From an optimization exercise on the open Yosys and OpenROAD flow, aimed at small area; shortcuts taken in it are not production practice. Only simulation tests tie the RTL to the original design; equivalence was not proved. The clock port is modelled as an ideal driver; clocking choices that lean on that would not hold on a real chip. Power figures rest on the tool's default switching activity, not on a simulated workload.

Setup of build 38:
// com_top
module com_top(
    input [10:0]    iSW,
    input           clk,
    input           rst,
    input           btn,
    output          rxd_out,
    input           txd_in,
    output          cts,
    input           rts,
    output [7:0]    iSEG,
    output [7:0]    iSEGSEL,
    output [10:0]    oLED
    );
Size: roughly 120 flip-flops, roughly 4700 sq um of cells after synthesis.
export LEC_CHECK = 0
export CAP_MARGIN = 20
export CORE_MARGIN = 2
export CORE_UTILIZATION = 40
export CTS_BUF_LIST = sky130_fd_sc_hd__clkbuf_8
export CTS_CLUSTER_DIAMETER = 200
export CTS_CLUSTER_SIZE = 60
export SLEW_MARGIN = 20
create_clock -name core_clock -period 10.0 [get_ports {clk}]
run.sh (not shown) runs the stock make flow with config.mk's settings and CLKGATE_MAP_FILE= SYNTH_SCRIPT=/design/flow/synth_recipe.tcl, a recipe that flattens the netlist after the stock synthesis.
Inputs modified between build 38 and build 50:
# build 38
export LEC_CHECK = 0
export CAP_MARGIN = 20
export CORE_MARGIN = 2
export CORE_UTILIZATION = 40
export CTS_BUF_LIST = sky130_fd_sc_hd__clkbuf_8
export CTS_CLUSTER_DIAMETER = 200
export CTS_CLUSTER_SIZE = 60
export SLEW_MARGIN = 20
create_clock -name core_clock -period 10.0 [get_ports {clk}]
# build 50
export LEC_CHECK = 0
export CAP_MARGIN = 20
export CORE_MARGIN = 2
export CORE_UTILIZATION = 40
export CTS_BUF_LIST = sky130_fd_sc_hd__clkbuf_4
export CTS_CLUSTER_DIAMETER = 100
export CTS_CLUSTER_SIZE = 30
export SLEW_MARGIN = 20
create_clock -name core_clock -period 10.0 [get_ports {clk}]
Findings:
The run showing the smaller fraction of area in registers is build 38. [compare] base=build 38 new=build 50: post-route total power lost 11%; final area lost 2.6%; combinational fraction of design power picked up an extra 1.1 points; via count picked up an extra 0.81%; per-cell routed wire length lost about 1%.
The following lists how build 24 was set up differently from build 50:
# build 50
export LEC_CHECK = 0
export CAP_MARGIN = 20
export CORE_MARGIN = 2
export CORE_UTILIZATION = 40
export CTS_BUF_LIST = sky130_fd_sc_hd__clkbuf_4
export CTS_CLUSTER_DIAMETER = 100
export CTS_CLUSTER_SIZE = 30
export SLEW_MARGIN = 20
create_clock -name core_clock -period 10.0 [get_ports {clk}]
# build 24
export LEC_CHECK = 0
export CAP_MARGIN = 20
export CORE_MARGIN = 2
export CORE_UTILIZATION = 40
export SLEW_MARGIN = 20
create_clock -name core_clock -period 10.0 [get_ports {clk}]
[summary]
Compare build 24 and build 50 | clock network area share lower: build 50. Build 24 vs build 50 — switching part of the total power dropped 3.1 points. Build 24: full flow OK, the timing, DRC and antenna checks passed. Diff build 50 -> build 24 | average via count per standard cell | decrease of about 0.44%. Diff build 50..build 24 | sequential cell count | unchanged.


Another version of the RTL of com_top (not shown whole).
Size: roughly 430 cells after synthesis, about 110 flip-flops, about 45 I/O pins.
export LEC_CHECK = 0
export CAP_MARGIN = 20
export CORE_MARGIN = 2
export CORE_UTILIZATION = 60
export GPL_TIMING_DRIVEN = 0
export SLEW_MARGIN = 20
create_clock -name core_clock -period 10.0 [get_ports {clk}]
standard.sh (not shown) runs the stock make flow with config.mk's settings and CLKGATE_MAP_FILE= SYNTH_SCRIPT=/design/flow/synth_recipe.tcl, a recipe that flattens the netlist after the stock synthesis.
==> flow/flow/run.sh <==
#!/bin/bash
# The standard ORFS layout, with these knobs changed:
#  - synthesis maps the logic with an area-only ABC script (flow/abc_area_map.script)
#    instead of ORFS's delay-driven one; the flip-flops are mapped by the
#    standard synthesis steps before ABC runs, so the registers are unchanged;
#  - ADDER_MAP_FILE empty: Yosys does not extract half adders (it otherwise maps
#    plain AND gates into ha cells whose sum output is unused);
#  - port buffers are buf_1 instead of clkdlybuf4s50_1;
#  - global placement is not timing driven (it only added buffers), and the
#    buffers ABC left are removed at floorplan instead;
#  - the constant outputs share one tie cell per value (no tie fanout repair);
#  - the clock tree is built by flow/mytree.tcl before CTS runs: the clock sinks are
#    split into 4 groups by position, each driven by one clock buffer fed from the
#    clock port; CTS is then told to leave those nets alone.
# make's full output goes to make_finish.log; ORFS keeps each step's log in orfs/logs.
set -euo pipefail
export MY_NCLK=4 MY_CLKBUF=sky130_fd_sc_hd__clkbuf_16
rm -rf scripts_local
cp -r "$FLOW_HOME/scripts" scripts_local
cp flow/abc_area_map.script scripts_local/abc_speed.script
bash standard.sh \
  SCRIPTS_DIR="$PWD/scripts_local" \
  ADDER_MAP_FILE= \
  REMOVE_ABC_BUFFERS=1 \
  SKIP_REPAIR_TIE_FANOUT=1 \
  BUFFER_PORTS_ARGS="-buffer_cell sky130_fd_sc_hd__buf_1" \
  CTS_ARGS="-buf_list sky130_fd_sc_hd__clkbuf_16 -dont_use_dummy_load" \
  PRE_CTS_TCL="$PWD/flow/mytree.tcl" \
  finish > make_finish.log 2>&1
Other scripts of this flow, unchanged in this note and not shown: flow/flow/abc_area_map.script, flow/flow/mytree.tcl
The starting point went through all stages and came out clean.
==> next run, changes <==
--- a/flow/config.mk
+++ b/flow/config.mk
@@ -8 +8 @@
-export CAP_MARGIN = 20
+export CAP_MARGIN = 0
@@ -12 +12 @@
-export SLEW_MARGIN = 20
+export SLEW_MARGIN = 0
What happened: Via count goes down by 0.85%. Combinational power barely changes. Cell area drops by 0.34%. Total power hardly moves.
==> next run, changes <==
--- a/flow/flow/run.sh
+++ b/flow/flow/run.sh
@@ -9,3 +9 @@
-#  - global placement is not timing driven (it only added buffers), and the
-#    buffers ABC left are removed at floorplan instead;
-#  - the constant outputs share one tie cell per value (no tie fanout repair);
+#  - global placement is not timing driven (it only added buffers);
@@ -24,2 +21,0 @@
-  REMOVE_ABC_BUFFERS=1 \
-  SKIP_REPAIR_TIE_FANOUT=1 \
--- a/flow/config.mk
+++ b/flow/config.mk
@@ -8 +8 @@
-export CAP_MARGIN = 0
+export CAP_MARGIN = 20
@@ -12 +12 @@
-export SLEW_MARGIN = 0
+export SLEW_MARGIN = 20
Utilization rose by 1.4 points.
Routed wire length grows by 0.33%.
Flip-flop and latch count is unchanged.
Die area does not change.
Setup slack improved by 0.076 ns.
Clock power is about the same.
Synthesized area stays the same.
Via count goes up by 2.9%.
Design area climbs by 2.1%.
==> next run, changes <==
--- a/flow/flow/run.sh
+++ b/flow/flow/run.sh
@@ -21,0 +22 @@
+  REMOVE_ABC_BUFFERS=1 \
Effect:
- power went down by 0.90%
- setup slack got worse by 0.21 ns
- design area goes down by 1.6%
- global-route usage rose by 0.30 points
- critical path depth is lower by 6
- wire length goes down by 1.3%

[separate check: timing with driven ports]
Ports are ideal in the flow. The routed layouts listed here were re-timed in OpenROAD. Step 1: set_driving_cell puts a clkbuf_16 on clk and a buf_2 on each other input, an assumption about the parent block. Step 2 also shifts input and output timing later by t, the mid clock arrival at the registers, as if the neighbouring blocks saw the same clock. Three values: ideal, step 1, step 2; two values: the first two.
| run | shift t [ns] | setup WS [ns] | worst setup path after step 2 | clock arrival spread, ns | slew at the worst register clock pin (ns) |
|---|---|---|---|---|---|
| build 38 | 0.462 | 4.931 / 4.895 / 5.357 | register to output | 0.011 / 0.010 | 0.07 / 0.07 |
| build 50 | 0.529 | 4.834 / 4.803 / 5.332 | register to output | 0.024 / 0.024 | 0.10 / 0.10 |
| build 24 | 0.445 | 4.945 / 4.905 / 5.349 | register to output | 0.010 / 0.009 | 0.05 / 0.05 |
| the first run of note 2 | 0.231 | 5.788 / 5.789 / 5.602 | input to register | 0.028 / 0.027 | 0.11 / 0.11 |
| the second run of note 2 | 0.236 | 5.686 / 5.731 / 5.495 | input to register | 0.019 / 0.019 | 0.11 / 0.11 |
| the third run of note 2 | 0.235 | 5.762 / 5.686 / 5.616 | input to register | 0.015 / 0.016 | 0.11 / 0.11 |
| the fourth run of note 2 | 0.237 | 5.554 / 5.604 / 5.367 | input to register | 0.019 / 0.018 | 0.11 / 0.11 |
After both steps setup and hold are still met in every run listed. For the second run of note 2, which loses most, drivers alone change the setup slack by +0.045 ns; drivers and shift together by -0.191 ns.
